Background: an optimization exercise with open tools, aiming at small area and a short achievable clock period. Do not read the settings as production practice. Only simulation tests tie the RTL to the original design; equivalence was not proved. No activity file was given, so power comes from the tool's default toggle rates.

## flow/config.mk

```make
export PLATFORM = sky130hd
export DESIGN_NAME = garo_bias
export DESIGN_NICKNAME = garo_bias
export VERILOG_FILES = /design/flow/design.v
export SDC_FILE = /design/flow/constraint.sdc
export NUM_CORES = 4
export LEC_CHECK = 0
export CAP_MARGIN = 20
export CORE_MARGIN = 2
export CORE_UTILIZATION = 40
export PLACE_DENSITY = 0.6
export SLEW_MARGIN = 20
```

## flow/constraint.sdc

```tcl
create_clock -name core_clock -period 10.0 [get_ports {clock}]
set_input_delay 2.0000 -clock core_clock [delete_from_list [all_inputs] [get_ports {clock}]]
set_output_delay 2.0000 -clock core_clock [all_outputs]
set_load 0.01 [all_outputs]
```

## flow/design.v

```verilog
module INTERFAZ_PSPL #(
    parameter   DATA_WIDTH=32,
    parameter   BUFFER_IN_WIDTH=16,
    parameter   BUFFER_OUT_WIDTH=16
    ) (
    input                           clock,
    input                           rst,         
    input[7:0]                      ctrl_in,     
    output reg[7:0]                 ctrl_out,    
    input[DATA_WIDTH-1:0]           data_in,     
    output reg[DATA_WIDTH-1:0]      data_out,    
    output reg                      sync,       
    input                           ack,         
    output reg[BUFFER_IN_WIDTH-1:0] buffer_in,   
    input[BUFFER_OUT_WIDTH-1:0]     buffer_out   
    );
    reg[3:0] state;
    reg[1:0] busy_frontend;
    reg[1:0] busy_backend;
    reg[7:0] ctrl_in_reg;
    reg[DATA_WIDTH-1:0] data_in_reg;
    reg[7:0] contador_std;
    always @(posedge clock) begin
        if(rst) begin
            ctrl_in_reg <= 0;
            data_in_reg <= 0;
        end
        else begin
            ctrl_in_reg <= ctrl_in;
            data_in_reg <= data_in;
        end
    end
    always @(posedge clock) begin
        if(rst) begin
            busy_frontend <= 2'b00;
            sync <= 0;
        end
        else begin
        busy_frontend[1] <= busy_frontend[0];
        case (state)
            1: begin
                if(!sync && !ack) busy_frontend[0] <= 1;
                else busy_frontend[0] <= 0;
                sync <= 0;
            end
            2: begin
                if(ack) busy_frontend[0] <= 1;
                else busy_frontend[0] <= 0;
                sync <= 1;
            end
        endcase
        end
    end
    always @(posedge clock) begin
        if(rst) begin
            state <= 1;
            busy_backend <= 2'b00;
            ctrl_out <= 0;
            data_out <= 0;
            buffer_in <= 0;
            contador_std <= 0;
        end
        else begin
        busy_backend[1] <= busy_backend[0];  
        case(state)
            1: begin
                ctrl_out <= 1;
                contador_std <= 0;
                case(ctrl_in_reg)
                    2: begin
                        state <= 2;
                        busy_backend[0] <= 0;
                    end
                    4: begin
                        state <= 4;
                        busy_backend[0] <= 0;
                    end
                    6: begin
                        state <= 6;
                        busy_backend[0] <= 0;
                    end
                    default: begin
                        state <= 1;
                        busy_backend[0] <= 1;
                    end
                endcase
            end
            2: begin
                if(busy_frontend==2'b11 && busy_backend==2'b11) begin
                    state <= 3;
                    busy_backend[0] <= 0;
                end
                else begin
                    state <= 2;
                    busy_backend[0] <= 1;
                end             
            end
            3: begin
                ctrl_out <= 3;
                if(ctrl_in_reg==0) begin
                    state <= 1;
                    busy_backend[0] <= 0;
                end
                else begin
                    state <= 3;
                    busy_backend[0] <= 1;
                end
            end
            4: begin
                ctrl_out <= 4;
                if(ctrl_in_reg==5) begin
                        buffer_in <= data_in;
                    state <= 5;
                    busy_backend[0] <= 0;
                end
                else begin
                    state <= 4;
                    busy_backend[0] <= 1;
                end
            end
            5: begin
                ctrl_out <= 5;
                if(ctrl_in_reg==0) begin
                    state <= 1;
                    busy_backend[0] <= 0;
                end
                else if(ctrl_in_reg==4) begin
                    state <= 4;
                    contador_std <= contador_std + 1;
                    busy_backend[0] <= 0;
                end
                else begin
                    state <= 5;
                    busy_backend[0] <= 1;
                end
            end
            6: begin
                ctrl_out <= 6;
                    data_out <= buffer_out;
                if(ctrl_in_reg==7) begin
                    state <= 7;
                    busy_backend[0] <= 0;
                end
                else begin
                    state <= 6;
                    busy_backend[0] <= 1;
                end
            end
            7: begin
                ctrl_out <= 7;
                if(ctrl_in_reg==0) begin
                    state <= 1;
                    busy_backend[0] <= 0;
                end
                else if(ctrl_in_reg==6) begin
                    state <= 6;
                    contador_std <= contador_std + 1;
                    busy_backend[0] <= 0;
                end
                else begin
                    state <= 7;
                    busy_backend[0] <= 1;
                end
            end
        endcase
        end
    end
endmodule
module CLOCK_DIVIDER (
	input clock_in,
	input rst,
	input[4:0] fdiv,  
	output reg clock_out,
	output tick
);
	reg[31:0] contador;
	assign tick = !clock_out && !(contador<(32'b1<<fdiv));
	always @(posedge clock_in) begin
		if(rst) begin
			clock_out <= 0;
			contador <= 1;
		end
		else if(contador<(32'b1<<fdiv))
			contador <= contador+1;
		else begin
			clock_out <= ~clock_out;
			contador <= 1;
		end
	end
endmodule
module MEDIDOR_BIAS #(
    parameter OUT_WIDTH=32
) (
    input                       clock,
    input                       rst,
    input                       tick,
    input                       enable,
    input                       muestra,
    input[4:0]                  resol,
    output reg                  lock,
    output reg[OUT_WIDTH-1:0]   out
);
    reg[31:0] contador;
    reg[31:0] contador_b;
    always @(posedge clock) begin
        if(rst) begin
            contador <= 0;
            contador_b <= 0;
            lock <= 0;
            out <= 0;
        end
        else if(tick) begin
        if(enable) begin
            if(contador[resol]==1'b0) begin
                contador <= contador+32'b1;
                if(muestra)
                    contador_b <= contador_b+32'b1;
            end
            else begin
                out <= contador_b;
                lock <= 1;
            end
        end
        else begin
            contador <= 0;
            contador_b <= 0;
            lock <= 0;      
        end
        end
    end
endmodule
module garo_bias (
    input           clock,
    input           rst,
    input[7:0]      ctrl_in,
    output[7:0]     ctrl_out,
    input[31:0]     data_in,
    output[31:0]    data_out,
    input[15:0]     ro_out
);
    wire[13:0] buffer_in;
    wire[31:0] buffer_out;
    wire sync;
    wire ack;
    wire out_ro;
    wire clock_s;
    wire tick_s;
    reg enable_medidor;
    reg[15:0] out_sampled;
    wire lock;
    assign ack = lock;
    always @(posedge clock) begin
        if(rst)
            enable_medidor <= 0;
        else
        case ({sync,ack})
            2'b10:
                enable_medidor <= 1;
            default:
                enable_medidor <= 0;
        endcase
    end
    INTERFAZ_PSPL #(
        .DATA_WIDTH(32),
        .BUFFER_IN_WIDTH(14),
        .BUFFER_OUT_WIDTH(32)
    ) interfaz_pspl (
        .clock(clock),
        .rst(rst),
        .ctrl_in(ctrl_in),
        .ctrl_out(ctrl_out),
        .data_in(data_in),
        .data_out(data_out),
        .sync(sync),
        .ack(ack),
        .buffer_in(buffer_in),
        .buffer_out(buffer_out)
    );
    CLOCK_DIVIDER clock_divider (
        .clock_in(clock),
        .rst(rst),
        .fdiv(buffer_in[13:9]),
        .clock_out(clock_s),
        .tick(tick_s)
    );
    always @(posedge clock) begin
        if(rst)
            out_sampled <= 0;
        else if(tick_s)
            out_sampled <= ro_out;
    end
    assign out_ro = out_sampled[buffer_in[3:0]];
    MEDIDOR_BIAS #(
        .OUT_WIDTH(32)
    ) medidor_bias (
        .clock(clock),
        .rst(rst),
        .tick(tick_s),
        .enable(enable_medidor),
        .muestra(out_ro),
        .resol(buffer_in[8:4]),
        .lock(lock),
        .out(buffer_out[31:0])
    );
endmodule
```

## flow/run.sh

```bash
#!/bin/bash
# synth_recipe.tcl (not shown) runs the flow's synth.tcl, then flattens the netlist and writes it again
# the make line also repeats each setting of config.mk as NAME=value (left out here)
make -C /OpenROAD-flow-scripts/flow DESIGN_CONFIG=/design/flow/config.mk WORK_HOME=/design/flow/orfs CLKGATE_MAP_FILE= SYNTH_SCRIPT=/design/flow/synth_recipe.tcl finish
```

==> results.ini, run 1 <==
[power_and_ir_drop]
final_power_mw = 2.27
vdd.ir_drop.worst_uv = 214
total_leakage_power_nw = 4.15
power_density_nw_per_um2 = 185

[synth]
post-synth-top-area-fraction_pct = 40.2
ys_async_sr_fraction_pct = 0
yosysWarningCount = 4
post_synth.cell_area_avg_um2 = 8.08
yosys.cell_types.count = 71
count_of_mapped_cells_out_of_synthesis = 1307
post_synth_main_area_contributors = dfxtp_1, nand2_1, a21oi_1
synth-seq-area-share_pct = 40.2
synth_area_um2 = 10600
synthDominantAreaCellType = dfxtp_1
number_of_enable_flip_flop_cells_after_synthesis = 0
synth_seq_cells = 212
dominantRegCellSynth = dfxtp_1

[critical_path]
reg2reg_depth = 11
r2r_slack_ps = 5190
timing.critical_path.fanout_max = 53
crit_arrival_ps = 5230
critPathCaptureType = flip-flop
worstSetupPathType = flip-flop to flip-flop
reg2reg_to = medidor_bias.contador_b[21]$_SDFFE_PP0P_
crit-reg2reg-launch = interfaz_pspl.buffer_in[12]$_SDFFE_PP0P_
start_kind = flip-flop
timing.critical_path.required_ps = 10410

[finish]
final_layout_size_suffix_gt1_share_pct = 6.55
diodes = 0
design.final.nets = 1419
layout.filler_cells = 2582
area_growth_syn_to_layout_pct = 16.1
multi_input_area_um2 = 5890
sequential_cell_area_um2 = 4240

[route]
initialDrtViolationCount = 768
detailedRoute.firstPassIterationCount = 5
detail_route.wirelength_mm = 27.4
drt.antenna.violating_nets = 0
detail_route.vias_per_cell = 5.63
routed-via-count = 9449
wl_per_cell_um = 16.3
count_of_unresolved_drc_violations_after_routing = 0

[floorplanning]
die_height_um = 166
fp.dieArea_um2 = 27700
num_io_pins = 98
die_width_um = 166
initial_core_util_pct = 40.6
design.core.area_um2 = 26000
num_rows = 59

[global_routing]
number_of_global_route_vias_before_repair = 8935
grt_pass1_wl_mm = 46.1
grt_start_max_net_pins = 90
global_route_usage_sum_pct = 19.4
grt.overflow.total = 0
antenna_found_initial = 0

[timing]
timing.clock.skew_ps = 10.8
maxSlewHeadroom_pct = 28.6
report.final.setup_viol = 0
period_share_pct = 48.1
report.final.hold_viol_count = 0
fin_setup_tns_ps = 0
fmaxAchievable_mhz = 208
timing.hold.ws_ps = 441
final_max_slew_viol_count = 0
post-route-min-period_ps = 4810
grt_setup_unrepaired = no
worst_slew_pin_slew_ps = 1070

[min_path]
holdPathStages = 1
hold_end = clock_divider.contador[0]$_SDFF_PP1_
hp-class = flip-flop to flip-flop
timing.hold.worst.start = clock_divider.contador[0]$_SDFF_PP1_

[placed_design]
globalplace.congestion = 0.826
total_half_perimeter_wirelength_after_legalization_and_detailed_placement_mm = 17.5
buffer_ports.inserted = 74

[cts]
cts-buffers-inserted = 25
path_clk_slew_ps = 60
cts_hold_repair.buffers = 0
htree_num_levels = 1
post-cts-setup-buffers = 0
cts.path.max_buffers = 3
cts.sinks = 212
cts_tree = yes
cts_repair_resize_count = 0
clk_latency_ps = 520
cts.root.buffer_cell = clkbuf_16

[status]
result_of_the_run = no timing/DRC/antenna violations

[job]
maxCapViolCount = 0

[power breakdown]
group / internal [mW] / switching [mW]
clock: 0.515 / 0.360
sequential: 0.878 / 0.0204
combinational: 0.149 / 0.346
total: 1.54 / 0.727
[layer usage]
| metal | up-vias | GRT usage, % | routed length, µm |
|---|---|---|---|
| met5 | - | 0 | 0 |
| met4 | 0 | 4.65 | 362 |
| met2 | 215 | 30.1 | 12000 |
| met1 | 4458 | 28.5 | 13700 |
| met3 | 34 | 2.78 | 1310 |
| li1 | 4742 | - | - |
[synth_stat cells (12+ instances only)]
cell / instances
nand2_1: 213
o32ai_1: 12
clkbuf_1: 58
nor2b_1: 16
dfxtp_1: 212
ha_1: 34
buf_2: 25
nor3_1: 24
a21oi_1: 121
a211oi_1: 23
xnor2_1: 12
nand3_1: 82
xor2_1: 20
and2_1: 12
and3_1: 30
nand4_1: 29
o311ai_0: 16
inv_1: 19
mux2i_1: 36
o21ai_0: 62
nor2_1: 103
[per-stage QoR]
| stage | utilization [%] | cell area, µm² | cells | setup slack, ps |
|---|---|---|---|---|
| after global placement | 44.0 | 11400 | 1633 | 5180 |
| after global routing | 47.2 | 12300 | 1679 | 4750 |
| after detailed placement | 44.0 | 11400 | 1633 | 5150 |
| final | 47.2 | 12300 | 1679 | 5190 |
| after CTS | 47.0 | 12200 | 1677 | 5220 |
| after floorplan | - | 10600 | 1311 | 6810 |
[cell type report]
cell class / instances / share of cell area, %
Clock buffer: 33 / 5.68
Clock inverter: 11 / 0.766
Sequential cell: 212 / 34.6
Inverter: 19 / 0.582
Timing Repair Buffer: 85 / 6.86
Multi-Input combinational cell: 984 / 48.1
Tap cell: 335 / 3.42
[how the worst max path moves through the flow]
| stage | start | cells after the start | to |
|---|---|---|---|
| floorplan | rst | 5 | medidor_bias.contador[26]$_SDFFE_PP0P_ |
| global placement | rst | 6 | medidor_bias.contador[28]$_SDFFE_PP0P_ |
| detailed placement | rst | 6 | medidor_bias.contador[28]$_SDFFE_PP0P_ |
| CTS | interfaz_pspl.buffer_in[12]$_SDFFE_PP0P_ | 11 | medidor_bias.contador_b[27]$_SDFFE_PP0P_ |
| global route | interfaz_pspl.buffer_in[12]$_SDFFE_PP0P_ | 11 | medidor_bias.contador_b[7]$_SDFFE_PP0P_ |
| finish | interfaz_pspl.buffer_in[12]$_SDFFE_PP0P_ | 11 | medidor_bias.contador_b[21]$_SDFFE_PP0P_ |
[logic make-up (layout without fill, tap and decap cells)]
logic type | Yosys count | count (layout) | synth area share [%]
fa+ha+maj | 34 | 34 | 4.03
xor+xnor | 32 | 32 | 2.66
other cells | 1 | 5 | 0.0355
buf+inv | 115 | 148 | 4.65
flops | 212 | 212 | 40.2
compound gates | 317 | 317 | 19.0
mux | 41 | 41 | 4.37
simple gates | 555 | 555 | 25.0
[cell usage in the layout, fill, tap and decap left out, types with 34 or more instances in the layout]
cell,instances
dfxtp_1,212
nand2_1,211
a21oi_1,120
nor2_1,103
nand3_1,82
clkdlybuf4s50_1,73
o21ai_0,62
mux2i_1,36
ha_1,34
[critical path, cell delays in order, from the launching register on]
cell	delay, ps
dfxtp_1	480
nor3b_1	560
nand2_1	120
ha_1	330
nand4_1	120
nor4_1	360
nand2_1	130
a21oi_1	380
o21a_2	600
buf_4	600
nand3_2	550
o32ai_1	430
==> run 2, diff against run 1 <==
==> flow/design.v (replaced) <==
module garo_bias (
    input           clock,
    input           rst,
    input[7:0]      ctrl_in,
    output[7:0]     ctrl_out,
    input[31:0]     data_in,
    output[31:0]    data_out,
    input[15:0]     ro_out
);
    localparam S_IDLE       = 3'd1;
    localparam S_CALC       = 3'd2;
    localparam S_CALC_SWAP  = 3'd3;
    localparam S_SCAN       = 3'd4;
    localparam S_SCAN_SWAP  = 3'd5;
    localparam S_PRINT      = 3'd6;
    localparam S_PRINT_SWAP = 3'd7;
    reg[7:0]  cmd;           
    reg[2:0]  state;
    reg[2:0]  status;        
    reg       sync;
    reg       f0, f1;        
    reg[13:0] cfg;
    reg       clock_s;
    reg[31:0] div_cnt;
    reg[15:0] sampled;
    reg       enable;
    reg[31:0] cnt;           
    reg[31:0] cnt_b;         
    reg[31:0] result;
    reg       lock;
    reg       pend;          
    wire[3:0] sel_ro = cfg[3:0];
    wire[4:0] resol  = cfg[8:4];
    wire[4:0] fdiv   = cfg[13:9];
    assign ctrl_out = {5'b0, status};
    assign data_out = result;
    wire cmd0 = cmd == 8'd0;
    always @(posedge clock) begin
        cmd    <= rst ? 8'd0 : ctrl_in;
        status <= (state == S_CALC) ? 3'd1 : state;
        f0     <= (state == S_CALC) & lock;
        f1     <= f0;
        enable <= !rst & sync & !lock;
        if(rst) begin
            state <= S_IDLE;
            sync  <= 0;
            cfg   <= 0;
        end
        else case(state)
            S_IDLE: begin
                sync <= 0;
                if(cmd == 8'd2)      state <= S_CALC;
                else if(cmd == 8'd4) state <= S_SCAN;
                else if(cmd == 8'd6) state <= S_PRINT;
            end
            S_CALC: begin
                sync <= 1;
                if(f0 & f1) state <= S_CALC_SWAP;
            end
            S_CALC_SWAP:
                if(cmd0) state <= S_IDLE;
            S_SCAN:
                if(cmd == 8'd5) begin
                    cfg   <= data_in[13:0];
                    state <= S_SCAN_SWAP;
                end
            S_SCAN_SWAP:
                if(cmd0)             state <= S_IDLE;
                else if(cmd == 8'd4) state <= S_SCAN;
            S_PRINT:
                if(cmd == 8'd7) state <= S_PRINT_SWAP;
            S_PRINT_SWAP:
                if(cmd0)             state <= S_IDLE;
                else if(cmd == 8'd6) state <= S_PRINT;
            default: ;
        endcase
    end
    reg[31:0] fdiv_mask;
    integer i;
    always @* for(i = 0; i < 32; i = i + 1) fdiv_mask[i] = (i >= fdiv);
    wire div_end = |(div_cnt & fdiv_mask);
    wire tick = !clock_s & div_end;
    always @(posedge clock) begin
        if(rst) begin
            clock_s <= 0;
            div_cnt <= 32'd1;
        end
        else if(div_end) begin
            clock_s <= !clock_s;
            div_cnt <= 32'd1;
        end
        else
            div_cnt <= div_cnt + 32'd1;
    end
    always @(posedge clock)
        if(tick) sampled <= ro_out;
    wire muestra = sampled[sel_ro];
    wire done = cnt[resol];
    wire complete = tick & enable & done;
    wire printing = state[2] & state[1];                   
    wire resolve = pend & (state == S_PRINT || state == S_IDLE);
    always @(posedge clock) begin
        if(tick) begin
            if(enable) begin
                if(!done) begin
                    cnt <= cnt + 32'd1;
                    if(muestra) cnt_b <= cnt_b + 32'd1;
                end
                else
                    lock <= 1;
            end
            else begin
                cnt  <= 0;
                lock <= 0;
                if(!pend) cnt_b <= 0;
            end
        end
        if(resolve) cnt_b <= 0;
    end
    always @(posedge clock) begin
        if(rst) begin
            result <= 0;
            pend   <= 0;
        end
        else if(complete) begin
            if(printing) pend   <= 1;
            else         result <= cnt_b;
        end
        else if(resolve) begin
            result <= cnt_b;
            pend   <= 0;
        end
    end
endmodule
==> results.ini, run 2 <==
[timing]
post-route-min-period_ps = 3630
report.final.hold_viol_count = 0
timing.clock.skew_ps = 18.4
worst_slew_pin_slew_ps = 1000
final_max_slew_viol_count = 0
grt_setup_unrepaired = no
fin_setup_tns_ps = 0
report.final.setup_viol = 0
period_share_pct = 36.3
fmaxAchievable_mhz = 275
maxSlewHeadroom_pct = 33.0

[placed_design]
total_half_perimeter_wirelength_after_legalization_and_detailed_placement_mm = 11.8
globalplace.congestion = 0.789
buffer_ports.inserted = 74
placedInstanceArea_um2 = 9440

[route]
highest-signal-layer = met5
detailedRoute.firstPassIterationCount = 5
initialDrtViolationCount = 445
count_of_unresolved_drc_violations_after_routing = 0
detail_route.vias_per_cell = 5.18
drt.antenna.violating_nets = 0
wl_met3_um = 659
detail_route.wirelength_mm = 17.8
wl_met2_mm = 8.30
routed-via-count = 6412
routedLengthMet1_mm = 8.63
wl_per_cell_um = 14.4

[critical_path]
timing.critical_path.required_ps = 10370
slowest_stage = dfxtp_1
crit-reg2reg-launch = cfg[5]$_SDFFE_PP0P_
reg2reg_to = cnt_b[25]$_SDFFE_PP0P_
crit_arrival_ps = 4000
timing.critical_path.fanout_max = 29
r2r_slack_ps = 6370
worst_path_most_repeated_cell = nand3_1
worstSetupPathType = flip-flop to flip-flop
worst_path_largest_cell_delay_ps = 950
reg2reg_depth = 8
start_kind = flip-flop
critPathCaptureType = flip-flop
timing.critical_path.cells = mux2i_1 -> a211oi_1 -> nand3_1 -> and4_1 -> a31o_2 -> nand3_1 -> or4_1 -> a21oi_1

[floorplanning]
num_io_pins = 98
fp.dieArea_um2 = 22500
die_height_um = 150
die_width_um = 150
initial_core_util_pct = 40.7
num_rows = 53
design.core.area_um2 = 21000

[power_and_ir_drop]
total_leakage_power_nw = 3.45
vdd.ir_drop.worst_uv = 82.1
power_density_nw_per_um2 = 148

[synth]
synthDominantAreaCellType = dfxtp_1
synth.most_common_cell = dfxtp_1
synth-seq-area-share_pct = 47.8
number_of_enable_flip_flop_cells_after_synthesis = 49
ys_async_sr_fraction_pct = 0
yosysWarningCount = 1
synth_common_cells = dfxtp_1, nor2_1, nand2b_1, mux2i_1, nand2_1
count_of_mapped_cells_out_of_synthesis = 896
synth_area_um2 = 8530
yosys.cell_types.count = 65
post_synth_main_area_contributors = dfxtp_1, edfxtp_1, mux2i_1
dominantRegCellSynth = dfxtp_1
post-synth-top-area-fraction_pct = 30.5
post_synth.cell_area_avg_um2 = 9.52
synth_seq_cells = 179

[global_routing]
grt_start_max_net_pins = 96
global_route_usage_sum_pct = 16.4
number_of_global_route_vias_before_repair = 5939
grt_pass1_wl_mm = 29.5
grt.overflow.total = 0
antenna_found_initial = 2

[cts]
cts_hold_repair.buffers = 0
cts-buffers-inserted = 17
cts.path.max_buffers = 2
post-cts-setup-buffers = 0
cts.root.buffer_cell = clkbuf_16
path_clk_slew_ps = 80
cts_tree = yes
htree_num_levels = 4
cts.sinks = 179
cts_repair_resize_count = 0
clk_latency_ps = 440

[finish]
final_layout_size_suffix_gt1_share_pct = 5.93
multi_input_area_um2 = 4170
layout.filler_cells = 2043
mostFrequentLayoutCells = dfxtp_1, nor2_1, clkdlybuf4s50_1, nand2b_1, mux2i_1
layout_commonest_cell = dfxtp_1
area_growth_syn_to_layout_pct = 17.5
finalInstanceArea_um2 = 10000
design.final.nets = 1010
sequential_cell_area_um2 = 4070

[job]
maxCapViolCount = 0

[min_path]
hold_end = f1$_DFF_P_
timing.hold.worst.start = f0$_DFF_P_
holdPathStages = 0
hp-class = flip-flop to flip-flop

[status]
result_of_the_run = no timing/DRC/antenna violations

run 2: changes by cell type after synthesis, moves of 21 or more:
cell | before | now
mux2i_1 | 36 | 62
nand3_1 | 82 | 39
o21ai_0 | 62 | 32
edfxtp_1 | 0 | 49
a21oi_1 | 121 | 42
ha_1 | 34 | 3
nand2_1 | 213 | 54
dfxtp_1 | 212 | 130
and3_1 | 30 | 8
nand2b_1 | 3 | 66
a211oi_1 | 23 | 2
clkbuf_1 | 58 | 29
run 2: metal layers:
layer	vias up	track usage, %
li1	3267	-
met1	3023	22.4
met2	100	25.9
met3	18	3.75
met4	4	4.86
met5	-	0
run 2: worst max-delay path by stage:
stage	from	to	slack, ps	depth (start not counted)
4_1_cts	cfg[5]$_SDFFE_PP0P_	cnt_b[26]$_SDFFE_PP0P_	6250	8
3_3_place_gp	rst	div_cnt[17]$_SDFF_PP0_	6340	4
6_report	cfg[5]$_SDFFE_PP0P_	cnt_b[25]$_SDFFE_PP0P_	6370	8
5_1_grt	cfg[5]$_SDFFE_PP0P_	cnt_b[25]$_SDFFE_PP0P_	5950	8
2_1_floorplan	cfg[10]$_SDFFE_PP0P_	cnt[0]$_SDFFCE_PN0P_	6310	9
3_5_place_dp	cfg[5]$_SDFFE_PP0P_	cnt_b[26]$_SDFFE_PP0P_	6250	8
run 2: worst max-delay path: cells and delay by family (launching register included):
| family | cells | cell delay [ps] |
|---|---|---|
| mux | 1 | 300 |
| flops | 1 | 950 |
| simple gates | 4 | 1820 |
| compound gates | 3 | 490 |
run 2: metrics by stage:
step / setup slack (ps) / utilization [%] / hold WS, ps / power (mW) / std cells
after floorplan: 6310 / - / 331 / 0.827 / 900
after global placement: 6340 / 45.1 / 340 / 0.856 / 1204
after detailed placement: 6250 / 45.1 / 342 / 0.856 / 1204
after CTS: 6250 / 47.7 / 356 / 1.50 / 1236
after global routing: 5950 / 47.8 / 373 / 1.54 / 1237
final: 6370 / 47.8 / 356 / 1.48 / 1238
run 2: layout make-up:
type / instances / area share [%]
timing repair buffer: 81 / 7.94
multi-input combinational: 652 / 41.6
clock buffer: 17 / 4.24
clock inverter: 15 / 1.39
sequential: 179 / 40.6
inverter: 18 / 0.674
tap: 275 / 3.43
antenna: 1 / 0.0250
run 2: report_power, final:
part	total (mW)	switching, mW	internal (mW)
Sequential	0.776	0.0147	0.761
Combinational	0.0627	0.0296	0.0332
Clock	0.646	0.315	0.331
run 2: cell families (layout without fill, tap and decap cells):
kind of cell,count (synthesis),count (layout),synth area share [%]
AO/OA/AOI/OAI,128,128,9.40
XOR/XNOR,61,61,6.26
adder cells (fa/ha/maj),4,4,0.558
buffers and inverters,69,131,3.57
flip-flops,179,179,47.8
multiplexers,67,67,8.60
other,1,6,0.0440
AND/OR/NAND/NOR,387,387,23.8
==> run 3, diff against run 2 <==
==> flow/design.v (replaced) <==
module garo_bias (
    input           clock,
    input           rst,
    input[7:0]      ctrl_in,
    output[7:0]     ctrl_out,
    input[31:0]     data_in,
    output[31:0]    data_out,
    input[15:0]     ro_out
);
    localparam S_IDLE       = 3'd1;
    localparam S_CALC       = 3'd2;
    localparam S_CALC_SWAP  = 3'd3;
    localparam S_SCAN       = 3'd4;
    localparam S_SCAN_SWAP  = 3'd5;
    localparam S_PRINT      = 3'd6;
    localparam S_PRINT_SWAP = 3'd7;
    reg       rst_q;
    reg[2:0]  cmd;           
    reg[2:0]  state;
    reg[2:0]  status;        
    reg       sync;
    reg       f0, f1;        
    reg[13:0] cfg;
    reg       clock_s;
    reg[31:0] div_cnt;
    reg[15:0] sampled;
    reg       enable;
    reg[31:0] cnt;           
    reg[31:0] cnt_b;         
    reg[31:0] result;
    reg       lock;
    reg       pend;          
    reg       done;          
    reg       muestra;       
    wire[3:0] sel_ro = cfg[3:0];
    wire[4:0] resol  = cfg[8:4];
    wire[4:0] fdiv   = cfg[13:9];
    assign ctrl_out = {5'b0, status};
    assign data_out = result;
    wire cmd_other = |ctrl_in[7:3];
    always @(posedge clock) begin
        rst_q  <= rst;
        cmd    <= cmd_other ? 3'd3 : ctrl_in[2:0];
        status <= (rst_q || state == S_CALC) ? 3'd1 : state;
        f0     <= (state == S_CALC) & lock;
        f1     <= f0;
        enable <= !rst_q & sync & !lock;
        if(rst_q) begin
            state <= S_IDLE;
            sync  <= 0;
            cfg   <= 0;
        end
        else case(state)
            S_IDLE: begin
                sync <= 0;
                if(cmd == 3'd2)      state <= S_CALC;
                else if(cmd == 3'd4) state <= S_SCAN;
                else if(cmd == 3'd6) state <= S_PRINT;
            end
            S_CALC: begin
                sync <= 1;
                if(f0 & f1) state <= S_CALC_SWAP;
            end
            S_CALC_SWAP:
                if(cmd == 3'd0) state <= S_IDLE;
            S_SCAN:
                if(cmd == 3'd5) begin
                    cfg   <= data_in[13:0];
                    state <= S_SCAN_SWAP;
                end
            S_SCAN_SWAP:
                if(cmd == 3'd0)      state <= S_IDLE;
                else if(cmd == 3'd4) state <= S_SCAN;
            S_PRINT:
                if(cmd == 3'd7) state <= S_PRINT_SWAP;
            S_PRINT_SWAP:
                if(cmd == 3'd0)      state <= S_IDLE;
                else if(cmd == 3'd6) state <= S_PRINT;
            default: ;
        endcase
    end
    reg[31:0] fdiv_mask;
    integer i;
    always @* for(i = 0; i < 32; i = i + 1) fdiv_mask[i] = (i >= fdiv);
    wire div_end = |(div_cnt & fdiv_mask);
    wire tick = !clock_s & div_end;
    wire[31:0] div_inc = div_cnt + 32'd1;
    always @(posedge clock) begin
        if(rst_q) begin
            clock_s <= 1;                
            div_cnt <= 32'd1;
        end
        else if(div_end) begin
            clock_s <= !clock_s;
            div_cnt <= 32'd1;
        end
        else
            div_cnt <= div_inc;
    end
    always @(posedge clock)
        if(tick) sampled <= ro_out;
    always @(posedge clock) begin
        muestra <= sampled[sel_ro];
        done    <= cnt[resol];
    end
    wire count    = tick & enable & !done;
    wire complete = tick & enable & done;
    wire clear    = tick & !enable;
    wire printing = state[2] & state[1];                   
    wire resolve  = pend & (state == S_PRINT || state == S_IDLE);
    wire[31:0] cnt_inc   = cnt + 32'd1;
    wire[31:0] cnt_b_inc = cnt_b + 32'd1;
    always @(posedge clock) begin
        if(clear)      cnt <= 0;
        else if(count) cnt <= cnt_inc;
        if(clear & !pend | resolve) cnt_b <= 0;
        else if(count & muestra)    cnt_b <= cnt_b_inc;
        if(clear | rst_q)  lock <= 0;
        else if(complete)  lock <= 1;
    end
    always @(posedge clock) begin
        if(rst_q) begin
            result <= 0;
            pend   <= 0;
        end
        else if(complete) begin
            if(printing) pend   <= 1;
            else         result <= cnt_b;
        end
        else if(resolve) begin
            result <= cnt_b;
            pend   <= 0;
        end
    end
endmodule
--- a/flow/config.mk
+++ b/flow/config.mk
@@ -5,8 +5,10 @@
 export SDC_FILE = /design/flow/constraint.sdc
 export NUM_CORES = 4
 export LEC_CHECK = 0
+export ABC_CLOCK_PERIOD_IN_PS = 2500
 export CAP_MARGIN = 20
 export CORE_MARGIN = 2
 export CORE_UTILIZATION = 40
 export PLACE_DENSITY = 0.6
+export SETUP_SLACK_MARGIN = 5
 export SLEW_MARGIN = 20
==> results.ini, run 3 <==
[cts]
cts_tree = yes
post-cts-setup-buffers = 0
htree_num_levels = 4
cts.path.max_buffers = 2
path_clk_slew_ps = 70
cts-buffers-inserted = 17
cts_hold_repair.buffers = 0
clk_latency_ps = 420
cts.root.buffer_cell = clkbuf_16
cts_repair_resize_count = 0
cts.sinks = 177

[global_routing]
global_route_usage_sum_pct = 15.9
number_of_global_route_vias_before_repair = 5903
grt.overflow.total = 0
grt_start_max_net_pins = 91
grt_pass1_wl_mm = 29.0
antenna_found_initial = 0

[min_path]
hold_end = f1$_DFF_P_
timing.hold.worst.start = f0$_DFF_P_
holdPathStages = 0
hp-class = flip-flop to flip-flop

[timing]
grt_setup_unrepaired = no
post-route-min-period_ps = 4060
worst_slew_pin_slew_ps = 925
final_max_slew_viol_count = 0
report.final.setup_viol = 0
fin_setup_tns_ps = 0
fmaxAchievable_mhz = 246
timing.clock.skew_ps = 8.89
period_share_pct = 40.6
maxSlewHeadroom_pct = 38.1
final.setup.worst_slack_ps = 5940
report.final.hold_viol_count = 0

[critical_path]
reg2reg_to = cnt_b[29]$_SDFFE_PP0P_
r2r_slack_ps = 5940
timing.critical_path.required_ps = 10370
start_kind = flip-flop
crit-reg2reg-launch = cfg[11]$_SDFFE_PP0P_
timing.critical_path.fanout_max = 44
reg2reg_depth = 10
critPathCaptureType = flip-flop
worstSetupPathType = flip-flop to flip-flop
crit_arrival_ps = 4430

[synth]
yosysWarningCount = 1
synth_seq_cells = 177
yosys.cell_types.count = 64
ys_async_sr_fraction_pct = 0
post-synth-top-area-fraction_pct = 38.5
count_of_mapped_cells_out_of_synthesis = 897
post_synth_main_area_contributors = dfxtp_1, xnor2_1, mux2i_1
dominantRegCellSynth = dfxtp_1
synth-seq-area-share_pct = 44.3
synth.most_common_cell = dfxtp_1
number_of_enable_flip_flop_cells_after_synthesis = 16
synthDominantAreaCellType = dfxtp_1
post_synth.cell_area_avg_um2 = 9.33
synth_common_cells = dfxtp_1, nor2_1, nand2b_1, xnor2_1, mux2i_1
synth_area_um2 = 8370

[finish]
area_growth_syn_to_layout_pct = 17.5
diodes = 0
final_layout_size_suffix_gt1_share_pct = 6.47
design.final.nets = 1006
layout_commonest_cell = dfxtp_1
mostFrequentLayoutCells = dfxtp_1, nor2_1, clkdlybuf4s50_1, nand2b_1, xnor2_1

[power_and_ir_drop]
total_leakage_power_nw = 3.43
netSwitchingPower_mw = 0.295
power.share.clock_pct = 46.4
switching_share_pct = 20.6
internal_power_mw = 1.13
vdd.ir_drop.worst_uv = 133
combPwrFrac_pct = 3.1
power.share.sequential_pct = 50.5
power_density_nw_per_um2 = 145

[placed_design]
total_half_perimeter_wirelength_after_legalization_and_detailed_placement_mm = 11.1
buffer_ports.inserted = 74
globalplace.congestion = 0.869
dp_worst_setup_slack_ps = 5940

[floorplanning]
die_height_um = 149
num_io_pins = 98
num_rows = 52
initial_core_util_pct = 41.1
design.core.area_um2 = 20400
die_width_um = 149
fp.dieArea_um2 = 22100

[route]
routed-via-count = 6215
initialDrtViolationCount = 400
routedLengthMet1_mm = 8.53
detail_route.vias_per_cell = 5.06
detailedRoute.firstPassIterationCount = 5
detail_route.wirelength_mm = 16.8
drt.antenna.violating_nets = 0
count_of_unresolved_drc_violations_after_routing = 0
wl_per_cell_um = 13.7
wl_met2_mm = 7.44
highest-signal-layer = met4
wl_met3_um = 596

[job]
maxCapViolCount = 0

[status]
result_of_the_run = no timing/DRC/antenna violations

==> run 3: critical path, stage by stage (launching register included) <==
cell and delay [ps]:
dfxtp_1 710, nand3_1 140, o311ai_1 280, o211ai_1 140, or4_4 610, o41ai_4 900
buf_4 560, o31ai_4 70, buf_4 250, nor3_1 210, a21o_1 100
==> run 3: final cells by class <==
type                    instances  area [µm²]
fillers                      1949       10500
multi-input cells             643        4330
flip-flops and latches        177        3700
repair buffers                 79         778
clock buffers                  25         487
well taps                     270         338
inverters                      27         101
clock inverters                 7        98.8
==> run 3: how the worst max path moves through the flow <==
stage                                    start                     end  slack, ps  depth (start not counted)
final                     cfg[11]$_SDFFE_PP0P_  cnt_b[29]$_SDFFE_PP0P_       5940                         10
after global routing      cfg[11]$_SDFFE_PP0P_  cnt_b[29]$_SDFFE_PP0P_       5620                         10
after CTS                 cfg[11]$_SDFFE_PP0P_  cnt_b[29]$_SDFFE_PP0P_       5930                         10
after detailed placement  cfg[11]$_SDFFE_PP0P_  cnt_b[29]$_SDFFE_PP0P_       5940                         10
after global placement    cfg[10]$_SDFFE_PP0P_  cnt_b[29]$_SDFFE_PP0P_       5970                         10
after floorplan                     ctrl_in[3]       cmd[0]$_SDFF_PP1_       7040                          2
==> run 3: power by group through the flow <==
stage               logic (mW)  clock network [mW]  registers [mW]
floorplan               0.0255                   0           0.737
global route            0.0484               0.711           0.722
finish                  0.0442               0.663           0.722
global placement        0.0452                   0           0.738
detailed placement      0.0450                   0           0.738
CTS                     0.0451               0.682           0.722
==> run 3: through the flow <==
stage	util, %	power, mW	hold WS [ps]	instance area [µm²]	std cells
global route	48.3	1.48	373	9840	1228
floorplan	-	0.763	331	8380	901
finish	48.3	1.43	353	9840	1228
global placement	45.4	0.783	336	9250	1196
CTS	48.3	1.45	353	9840	1228
detailed placement	45.4	0.783	341	9250	1196
==> run 3: logic make-up (layout without fill, tap and decap cells) <==
family                     Yosys count  after routing  share of synthesized area [%]
adders and majority gates            4              4                          0.568
AOI/OAI and AO/OA                   72             72                           6.00
muxes                               67             67                           10.3
and+or+nand+nor                    410            410                           25.6
buffers and inverters               81            138                           4.40
other                                1              5                         0.0448
xor gates and xnor gates            85             85                           8.90
DFF                                177            177                           44.3
==> run 3: layer usage <==
layer / vias up / GRT usage, %
met2: 118 / 24.1
met4: 0 / 4.90
met3: 15 / 3.22
li1: 3196 / -
met5: - / 0
met1: 2886 / 23.0
==> run 4, diff against run 3 <==
--- a/flow/config.mk
+++ b/flow/config.mk
@@ -5,10 +5,8 @@
 export SDC_FILE = /design/flow/constraint.sdc
 export NUM_CORES = 4
 export LEC_CHECK = 0
-export ABC_CLOCK_PERIOD_IN_PS = 2500
 export CAP_MARGIN = 20
 export CORE_MARGIN = 2
 export CORE_UTILIZATION = 40
 export PLACE_DENSITY = 0.6
-export SETUP_SLACK_MARGIN = 5
 export SLEW_MARGIN = 20
==> results.ini, run 4 <==
[critical_path]
start_kind = flip-flop
slowest_stage = o41ai_4
worst_path_most_repeated_cell = buf_4
worstSetupPathType = flip-flop to flip-flop
worst_path_dominant_cell_family = compound AO/OA/AOI/OAI gates
critPathCaptureType = flip-flop
crit_arrival_ps = 4430
timing.critical_path.required_ps = 10370
timing.critical_path.fanout_max = 44
timing.critical_path.cells = nand3_1 -> o311ai_1 -> o211ai_1 -> or4_4 -> o41ai_4 -> buf_4 -> o31ai_4 -> buf_4 -> nor3_1 -> a21o_1
cp_num_buf_inv = 2
crit_start = cfg[11]$_SDFFE_PP0P_
worst_path_largest_cell_delay_ps = 900
crit-reg2reg-launch = cfg[11]$_SDFFE_PP0P_

[cts]
cts_tree = yes
htree_num_levels = 4
cts_hold_repair.buffers = 0
path_clk_slew_ps = 70
clk_latency_ps = 420
cts.sinks = 177
cts_repair_resize_count = 0
cts.path.max_buffers = 2
cts-buffers-inserted = 17
cts.root.buffer_cell = clkbuf_16
post-cts-setup-buffers = 0

[placed_design]
placedInstanceArea_um2 = 9250
total_half_perimeter_wirelength_after_legalization_and_detailed_placement_mm = 11.1
globalplace.congestion = 0.869
placed_cells = 1196
buffer_ports.inserted = 74

[status]
result_of_the_run = no timing/DRC/antenna violations

[finish]
area_growth_syn_to_layout_pct = 17.5
layout.filler_cells = 1949
finalInstanceArea_um2 = 9840
mostFrequentLayoutCells = dfxtp_1, nor2_1, clkdlybuf4s50_1, nand2b_1, xnor2_1
design.final.nets = 1006
layout_commonest_cell = dfxtp_1
instances_no_fill = 1228
final_layout_size_suffix_gt1_share_pct = 6.47
diodes = 0

[route]
detail_route.wirelength_mm = 16.8
count_of_unresolved_drc_violations_after_routing = 0
routed-via-count = 6215
drt.antenna.violating_nets = 0
detailedRoute.firstPassIterationCount = 5
wl_per_cell_um = 13.7
detail_route.vias_per_cell = 5.06
initialDrtViolationCount = 400

[global_routing]
grt_start_max_net_pins = 91
grt_pass1_wl_mm = 29.0
grt.overflow.total = 0
global_route_usage_sum_pct = 15.9
number_of_global_route_vias_before_repair = 5903
antenna_found_initial = 0

[synth]
yosysWarningCount = 1
dominantRegCellSynth = dfxtp_1
number_of_enable_flip_flop_cells_after_synthesis = 16
count_of_mapped_cells_out_of_synthesis = 897
post_synth.cell_area_avg_um2 = 9.33
synth-seq-area-share_pct = 44.3
synthDominantAreaCellType = dfxtp_1
synth_seq_cells = 177
synth_area_um2 = 8370
yosys.cell_types.count = 64
post_synth_main_area_contributors = dfxtp_1, xnor2_1, mux2i_1
post-synth-top-area-fraction_pct = 38.5
ys_async_sr_fraction_pct = 0
synth_common_cells = dfxtp_1, nor2_1, nand2b_1, xnor2_1, mux2i_1
synth.most_common_cell = dfxtp_1

[min_path]
timing.hold.worst.start = f0$_DFF_P_
hp-class = flip-flop to flip-flop

[timing]
fmaxAchievable_mhz = 246
timing.clock.skew_ps = 8.89
post-route-min-period_ps = 4060
final_max_slew_viol_count = 0
report.final.setup_viol = 0
report.final.hold_viol_count = 0
fin_setup_tns_ps = 0
timing.hold.ws_ps = 353
worst_slew_pin_slew_ps = 925
grt_setup_unrepaired = no
maxSlewHeadroom_pct = 38.1
period_share_pct = 40.6

[power_and_ir_drop]
final_power_mw = 1.43
total_leakage_power_nw = 3.43
switching_share_pct = 20.6
internal_power_mw = 1.13
power_density_nw_per_um2 = 145
vdd.ir_drop.worst_uv = 133
netSwitchingPower_mw = 0.295
combPwrFrac_pct = 3.1
power.share.sequential_pct = 50.5
power.share.clock_pct = 46.4

[floorplanning]
die_width_um = 149
num_rows = 52
num_io_pins = 98
design.core.area_um2 = 20400
initial_core_util_pct = 41.1
fp.dieArea_um2 = 22100
die_height_um = 149

[job]
maxCapViolCount = 0

[run 4: final timing paths]
path	endpoint	slack (ps)	cells after the start
setup / recovery	cnt_b[29]$_SDFFE_PP0P_	5940	10
hold / removal	f1$_DFF_P_	350	0
setup reg to reg	cnt_b[29]$_SDFFE_PP0P_	5940	10
hold reg to reg	f1$_DFF_P_	350	0
[run 4: final cells by class]
class	count	area, µm²	share of cell area (%)
clock buffers	25	487	4.95
clock inverters	7	98.8	1.00
inverters	27	101	1.03
multi-input cells	643	4330	44.0
flip-flops and latches	177	3700	37.7
well taps	270	338	3.43
repair buffers	79	778	7.91
[run 4: power by group through the flow]
stage	clock, mW	sequential (mW)	combinational [mW]
6_report	0.663	0.722	0.0442
3_3_place_gp	0	0.738	0.0452
3_5_place_dp	0	0.738	0.0450
5_1_grt	0.711	0.722	0.0484
2_1_floorplan	0	0.737	0.0255
4_1_cts	0.682	0.722	0.0451
[run 4: cells by family after synthesis]
| family | count (synthesis) | synth area share, % |
|---|---|---|
| adder cells (fa/ha/maj) | 4 | 0.568 |
| other | 1 | 0.0448 |
| AND/OR/NAND/NOR | 410 | 25.6 |
| AO/OA/AOI/OAI | 72 | 6.00 |
| XOR/XNOR | 85 | 8.90 |
| flip-flops | 177 | 44.3 |
| multiplexers | 67 | 10.3 |
| buffers and inverters | 81 | 4.40 |
[run 4: stage by stage]
stage	utilization (%)	setup slack (ps)
after floorplan	-	7040
after global placement	45.4	5970
after detailed placement	45.4	5940
after CTS	48.3	5930
after global routing	48.3	5620
final	48.3	5940
[run 4: metal layers]
layer,GRT usage (%),up-vias,part of all wire (%)
li1,-,3196,-
met1,23.0,2886,51
met2,24.1,118,44
met3,3.22,15,3.6
met4,4.90,0,1.3
met5,0,-,0
==> run 5, diff against run 4 <==
==> flow/flow/run.sh (new file) <==
#!/bin/bash
# Layout flow: the standard ORFS flow (standard.sh, unchanged synthesis,
# SDC, floorplan, power grid, CTS and routing) with two changes:
#  * ports are buffered with buf_2 cells;
#  * repair_timing aims for a setup slack of SETUP_SLACK_MARGIN ns against the
#    10 ns clock, i.e. it keeps improving paths down to a ~3 ns period.
# Each step's full output is in synth.log / layout.log here and in orfs/logs.
set -euo pipefail
export BUFFER_PORTS_ARGS="-buffer_cell sky130_fd_sc_hd__buf_2"
export SETUP_SLACK_MARGIN=7
bash standard.sh synth > synth.log 2>&1
bash standard.sh > layout.log 2>&1
==> flow/standard.sh (new file) <==
#!/bin/bash
# synth_recipe.tcl (not shown) runs the flow's synth.tcl, then flattens the netlist and writes it again
# the make line also repeats each setting of config.mk as NAME=value (left out here)
make -C /OpenROAD-flow-scripts/flow DESIGN_CONFIG=/design/flow/config.mk WORK_HOME=/design/flow/orfs CLKGATE_MAP_FILE= SYNTH_SCRIPT=/design/flow/synth_recipe.tcl "${@:-finish}"
removed: flow/run.sh
==> results.ini, run 5 <==
[status]
result_of_the_run = no timing/DRC/antenna violations

[placed_design]
placed_cells = 1197
globalplace.congestion = 0.856
total_half_perimeter_wirelength_after_legalization_and_detailed_placement_mm = 11.2
buffer_ports.inserted = 74

[floorplanning]
die_width_um = 149
num_rows = 52
initial_core_util_pct = 41.1
design.core.area_um2 = 20400
fp.dieArea_um2 = 22100
num_io_pins = 98
die_height_um = 149

[finish]
mostFrequentLayoutCells = dfxtp_1, nor2_1, buf_2, nand2b_1, xnor2_1
design.final.nets = 1036
layout_commonest_cell = dfxtp_1
instances_no_fill = 1258
final_layout_size_suffix_gt1_share_pct = 18.6
fin_util_pct = 49.0
diodes = 0
area_growth_syn_to_layout_pct = 19.1
layout.filler_cells = 1885

[timing]
period_share_pct = 29.9
final_max_slew_viol_count = 0
post-route-min-period_ps = 2990
fmaxAchievable_mhz = 335
maxSlewHeadroom_pct = 41.3
worst_slew_pin_slew_ps = 878
timing.hold.ws_ps = 351
report.final.setup_viol = 0
grt_setup_unrepaired = yes
fin_setup_tns_ps = 0
timing.clock.skew_ps = 9.42
report.final.hold_viol_count = 0

[synth]
yosys.cell_types.count = 64
post_synth.cell_area_avg_um2 = 9.33
dominantRegCellSynth = dfxtp_1
synth_area_um2 = 8370
post-synth-top-area-fraction_pct = 38.5
post_synth_main_area_contributors = dfxtp_1, xnor2_1, mux2i_1
yosysWarningCount = 1
ys_async_sr_fraction_pct = 0
synthDominantAreaCellType = dfxtp_1
synth.most_common_cell = dfxtp_1
number_of_enable_flip_flop_cells_after_synthesis = 16
synth-seq-area-share_pct = 44.3
count_of_mapped_cells_out_of_synthesis = 897
synth_common_cells = dfxtp_1, nor2_1, nand2b_1, xnor2_1, mux2i_1
synth_seq_cells = 177

[global_routing]
antenna_found_initial = 0
number_of_global_route_vias_before_repair = 6117
grt_start_max_net_pins = 91
grt_pass1_wl_mm = 30.4
global_route_usage_sum_pct = 16.9
grt.overflow.total = 0

[route]
count_of_unresolved_drc_violations_after_routing = 0
wl_per_cell_um = 14.6
detail_route.vias_per_cell = 5.20
routed-via-count = 6545
drt.antenna.violating_nets = 0
detailedRoute.firstPassIterationCount = 7
initialDrtViolationCount = 441
detail_route.wirelength_mm = 18.4

[critical_path]
start_kind = flip-flop
crit_arrival_ps = 3340
worstSetupPathType = flip-flop to flip-flop
timing.critical_path.required_ps = 10360
timing.critical_path.fanout_max = 5
critPathCaptureType = flip-flop

[power_and_ir_drop]
total_leakage_power_nw = 3.78
vdd.ir_drop.worst_uv = 110
power_density_nw_per_um2 = 149

[cts]
cts.path.max_buffers = 2
cts.root.buffer_cell = clkbuf_16
clk_latency_ps = 430
cts-buffers-inserted = 17
path_clk_slew_ps = 70
cts.sinks = 177
htree_num_levels = 4
cts_tree = yes

[min_path]
hp-class = flip-flop to flip-flop

[job]
maxCapViolCount = 0

-- run 5: cell counts after synthesis --
No cell type changed its count.
-- run 5: final cells by class --
cell class              instances  area [µm²]  share of cell area (%)
multi-input cells             643        4400                    44.1
flip-flops and latches        177        3720                    37.3
repair buffers                109         779                    7.82
clock buffers                  17         425                    4.27
well taps                     270         338                    3.39
clock inverters                15         205                    2.06
inverters                      27         101                    1.02
-- run 5: worst max-delay path, cell delays in order (launching register included) --
cell and delay [ps]:
dfxtp_4 360, buf_4 140, a21boi_1 200, a31oi_1 90
or3_1 370, a41oi_4 290, o41ai_4 140, buf_12 150
buf_4 130, or3_4 410, or4_1 480, a21oi_1 150
-- run 5: cells by family (layout without fill, tap and decap cells) --
| kind of cell | count (synthesis) | after routing | share of synthesized area [%] |
|---|---|---|---|
| simple gates | 410 | 410 | 25.6 |
| flops | 177 | 177 | 44.3 |
| xor+xnor | 85 | 85 | 8.90 |
| fa+ha+maj | 4 | 4 | 0.568 |
| mux | 67 | 67 | 10.3 |
| buf+inv | 81 | 168 | 4.40 |
| compound gates | 72 | 72 | 6.00 |
| other cells | 1 | 5 | 0.0448 |
-- run 5: worst paths after layout --
check	from	slack [ps]	end	cells past startpoint
max	cfg[10]$_SDFFE_PP0P_	7010	cnt[31]$_SDFFE_PP0P_	11
max reg2reg	cfg[10]$_SDFFE_PP0P_	7010	cnt[31]$_SDFFE_PP0P_	11
min reg2reg	f0$_DFF_P_	350	f1$_DFF_P_	0
min	f0$_DFF_P_	350	f1$_DFF_P_	0
-- run 5: timing repair --
action / CTS / global route
hold buffers: 0 / 0
pin swaps: 3 / 8
gates resized for setup: 18 / 17
endpoints found under the setup margin: 146 / 75
cloned: 3 / 2
buffers inserted: 9 / 15
-- run 5: per-stage QoR --
stage / power [mW] / area, µm² / setup slack (ps)
6_report: 1.48 / 9970 / 7010
5_1_grt: 1.53 / 9970 / 6920
4_1_cts: 1.50 / 9750 / 7010
3_5_place_dp: 0.776 / 8890 / 6060
3_3_place_gp: 0.775 / 8890 / 6100
2_1_floorplan: 0.763 / 8380 / 7040
-- run 5: routing by layer --
layer / vias up / GRT usage [%] / wire (µm)
met5: - / 0 / 0
met1: 3111 / 23.5 / 8790
met3: 25 / 3.37 / 849
met4: 0 / 4.81 / 274
met2: 159 / 26.6 / 8470
li1: 3250 / - / -
-- run 5: where the power goes --
part | internal (mW) | switching [mW] | total [mW]
Clock | 0.423 | 0.290 | 0.713
Combinational | 0.0211 | 0.0251 | 0.0462
Sequential | 0.719 | 0.00196 | 0.721
Total | 1.16 | 0.317 | 1.48
==> run 6, diff against run 5 <==
--- a/flow/design.v
+++ b/flow/design.v
@@ -14,7 +14,7 @@
     localparam S_SCAN_SWAP  = 3'd5;
     localparam S_PRINT      = 3'd6;
     localparam S_PRINT_SWAP = 3'd7;
-    reg       rst_q;
+    reg       rst_q, rst_qq;
     reg[2:0]  cmd;           
     reg[2:0]  state;
     reg[2:0]  status;        
@@ -40,6 +40,7 @@
     wire cmd_other = |ctrl_in[7:3];
     always @(posedge clock) begin
         rst_q  <= rst;
+        rst_qq <= rst_q;
         cmd    <= cmd_other ? 3'd3 : ctrl_in[2:0];
         status <= (rst_q || state == S_CALC) ? 3'd1 : state;
         f0     <= (state == S_CALC) & lock;
@@ -113,23 +114,17 @@
     always @(posedge clock) begin
         if(clear)      cnt <= 0;
         else if(count) cnt <= cnt_inc;
-        if(clear & !pend | resolve) cnt_b <= 0;
+        if(clear & !pend | resolve | rst_q) cnt_b <= 0;
         else if(count & muestra)    cnt_b <= cnt_b_inc;
         if(clear | rst_q)  lock <= 0;
         else if(complete)  lock <= 1;
     end
     always @(posedge clock) begin
-        if(rst_q) begin
-            result <= 0;
-            pend   <= 0;
-        end
-        else if(complete) begin
-            if(printing) pend   <= 1;
-            else         result <= cnt_b;
-        end
-        else if(resolve) begin
+        if(rst_qq | complete & !printing | resolve)
             result <= cnt_b;
-            pend   <= 0;
-        end
+        if(rst_q | resolve)
+            pend <= 0;
+        else if(complete & printing)
+            pend <= 1;
     end
 endmodule
==> flow/flow/run.sh (replaced) <==
#!/bin/bash
# Layout flow: the standard ORFS flow (standard.sh: the standard synthesis
# unchanged, the same SDC, floorplan, power grid, placement and routing) with
# three settings changed:
#  * ports are buffered with buf_2 cells;
#  * repair_timing aims for a setup slack of 7 ns against the 10 ns clock
#    (SETUP_SLACK_MARGIN), so it keeps improving paths down to a ~3 ns period;
#  * the clock tree is built from clkbuf_8 cells without dummy loads.
# Each step's full output is in synth.log / layout.log here and in orfs/logs.
set -euo pipefail
export BUFFER_PORTS_ARGS="-buffer_cell sky130_fd_sc_hd__buf_2"
export SETUP_SLACK_MARGIN=7
export CTS_ARGS="-sink_clustering_enable -repair_clock_nets -dont_use_dummy_load -buf_list sky130_fd_sc_hd__clkbuf_8"
bash standard.sh synth > synth.log 2>&1
bash standard.sh > layout.log 2>&1
==> results.ini, run 6 <==
[cts]
cts.path.max_buffers = 2
htree_num_levels = 4
cts-buffers-inserted = 17
clk_latency_ps = 460
cts_hold_repair.buffers = 0
cts.root.buffer_cell = clkbuf_8
path_clk_slew_ps = 80
cts_tree = yes
cts.sinks = 178

[critical_path]
reg2reg_depth = 7
crit_arrival_ps = 1030
start_kind = flip-flop
worstSetupPathType = flip-flop to primary output
timing.critical_path.cells = buf_2
crit_path_depth = 1
timing.critical_path.required_ps = 8000
cp_num_buf_inv = 1
worst_path_dominant_cell_family = flip-flops
critPathCaptureType = primary output
timing.critical_path.fanout_max = 1
slowest_stage = edfxtp_1
worst_path_largest_cell_delay_ps = 430

[timing]
timing.hold.ws_ps = 348
timing.clock.skew_ps = 28.4
maxSlewHeadroom_pct = 43.2
grt_setup_unrepaired = yes
report.final.hold_viol_count = 0
post-route-min-period_ps = 3030
fmaxAchievable_mhz = 330
final_max_slew_viol_count = 0
report.final.setup_viol = 0
fin_setup_tns_ps = 0
period_share_pct = 30.3
worst_slew_pin_slew_ps = 846

[finish]
diodes = 0
design.final.nets = 924
layout_commonest_cell = dfxtp_1
mostFrequentLayoutCells = dfxtp_1, nor2_1, buf_2, a21oi_1, edfxtp_1
final_layout_size_suffix_gt1_share_pct = 16.8
area_growth_syn_to_layout_pct = 11.8
finalInstanceArea_um2 = 8910

[floorplanning]
die_width_um = 145
num_io_pins = 98
fp.dieArea_um2 = 21100
initial_core_util_pct = 40.8
num_rows = 51
design.core.area_um2 = 19500
die_height_um = 145

[global_routing]
number_of_global_route_vias_before_repair = 5379
antenna_found_initial = 0
grt.overflow.total = 0
grt_start_max_net_pins = 33
grt_pass1_wl_mm = 27.3
global_route_usage_sum_pct = 15.7

[route]
initialDrtViolationCount = 539
count_of_unresolved_drc_violations_after_routing = 0
routed-via-count = 5947
drt.antenna.violating_nets = 0
wl_per_cell_um = 14.3
detail_route.vias_per_cell = 5.28
detail_route.wirelength_mm = 16.2
detailedRoute.firstPassIterationCount = 6

[synth]
number_of_enable_flip_flop_cells_after_synthesis = 48
synth.most_common_cell = dfxtp_1
post-synth-top-area-fraction_pct = 32.7
dominantRegCellSynth = dfxtp_1
yosys.cell_types.count = 63
synth_area_um2 = 7970
synth_common_cells = dfxtp_1, nor2_1, a21oi_1, edfxtp_1, o21ai_0
yosysWarningCount = 1
count_of_mapped_cells_out_of_synthesis = 793
post_synth_main_area_contributors = dfxtp_1, edfxtp_1, nor2_1
synth_seq_cells = 178
synth-seq-area-share_pct = 50.8
post_synth.cell_area_avg_um2 = 10.0
synthDominantAreaCellType = dfxtp_1
ys_async_sr_fraction_pct = 0

[min_path]
hp-class = flip-flop to flip-flop
holdPathStages = 0

[placed_design]
placedInstanceArea_um2 = 8530
total_half_perimeter_wirelength_after_legalization_and_detailed_placement_mm = 10.9
buffer_ports.inserted = 74
globalplace.congestion = 0.818

[power_and_ir_drop]
internal_power_mw = 0.912
vdd.ir_drop.worst_uv = 87.6
power.share.sequential_pct = 65.0
netSwitchingPower_mw = 0.244
total_leakage_power_nw = 3.19
final_power_mw = 1.16
power_density_nw_per_um2 = 130
power.share.clock_pct = 31.9
combPwrFrac_pct = 3.1
switching_share_pct = 21.1

[status]
result_of_the_run = no timing/DRC/antenna violations

[job]
maxCapViolCount = 0

## run 6: changes by cell type after synthesis, sizes merged, moves of 12 or more
cell and change:
dfxtp -31, xor2 +15, clkbuf -13, edfxtp +32, mux2i -27, o21ai +27, xnor2 -50, nor4 -15
nand2b -62, a21oi +39, or3 +18, nor2 -25, and3 +12, nor3 -20
## run 6: what timing repair did
| action | CTS | global route |
|---|---|---|
| endpoints found under the setup margin | 163 | 171 |
| gates resized for setup | 6 | 9 |
| pin swaps | 0 | 4 |
| setup buffers | 0 | 5 |
## run 6: cell families after synthesis
family,share of synthesized area (%)
and+or+nand+nor,18.9
adders and majority gates,0.597
DFF,50.8
buffers and inverters,3.80
muxes,7.40
xor gates and xnor gates,5.50
other,0.0471
AOI/OAI and AO/OA,13.0
## run 6: final timing paths
check	slack [ps]	endpoint	from
max reg2reg	7120	div_cnt[2]$_SDFF_PP0_	cfg[9]$_SDFFE_PP0P_
min reg2reg	350	f1$_DFF_P_	f0$_DFF_P_
min	350	f1$_DFF_P_	f0$_DFF_P_
max	6970	data_out[1]	result[1]$_DFFE_PP_
## run 6: layer usage
layer	track usage (%)	routed length [µm]	share of wire (%)
met5	0	0	0
met4	5.10	181	1.1
met3	3.36	608	3.8
met2	24.2	7370	46
met1	22.2	7990	49
## run 6: cell type report
type / instances / area [µm²]
sequential: 178 / 4050
timing repair buffer: 87 / 513
fill: 1915 / 10600
clock buffer: 17 / 234
tap: 265 / 332
inverter: 20 / 75.1
multi-input combinational: 559 / 3700
## run 6: power groups by stage
stage	sequential (mW)	clock, mW	combinational (mW)
finish	0.752	0.369	0.0354
global route	0.753	0.413	0.0393
CTS	0.752	0.386	0.0359
detailed placement	0.768	0	0.0355
global placement	0.768	0	0.0355
floorplan	0.769	0	0.0179
## run 6: worst register-to-register path, cell delays in order (launching register included)
cell and delay, ps:
dfxtp_2 470, and2b_1 210, o21ai_0 180, a21oi_1 100, or4_4 520, or3_4 570, or3_4 570, nor2_1 170
## run 6: through the flow
stage / setup WS (ps) / util (%) / instances
5_1_grt: 6920 / 45.6 / 1126
6_report: 6970 / 45.6 / 1126
4_1_cts: 6860 / 45.0 / 1120
3_5_place_dp: 6450 / 43.7 / 1103
3_3_place_gp: 6380 / 43.7 / 1103
2_1_floorplan: 7040 / - / 797

-- afterwards: timing with drivers on the ports --
The results above use ideal ports. As a check the final layouts listed here were re-extracted and re-timed, cells and wires unchanged.
Step 1 assumes that a clkbuf_16 drives the clock port and a buf_2 every other input.
Step 2 times the ports against the registers' clock, not the clock port: input delays grow and output delays shrink by t, the midpoint of the rising clock arrivals with the driver on.
Three values: ideal, step 1, step 2; two values: the first two.
| run | t, ns | setup slack, ns | worst setup path after step 2 | slew at the worst register clock pin (ns) |
|---|---|---|---|---|
| run 1 | 0.567 | 5.189 / 5.189 / 5.098 | input to register | 0.06 / 0.06 |
| run 2 | 0.478 | 6.367 / 6.367 / 6.367 | register to register | 0.08 / 0.08 |
| run 3 | 0.457 | 5.942 / 5.942 / 5.942 | register to register | 0.07 / 0.07 |
| run 4 | 0.457 | 5.942 / 5.942 / 5.942 | register to register | 0.07 / 0.07 |
| run 5 | 0.473 | 7.015 / 7.004 / 6.912 | input to register | 0.07 / 0.07 |
| run 6 | 0.482 | 6.968 / 6.929 / 6.899 | input to register | 0.09 / 0.09 |
After both steps every run listed still meets setup and hold. For run 5, which loses most, drivers alone change the setup slack by -0.011 ns; drivers and shift together by -0.103 ns.
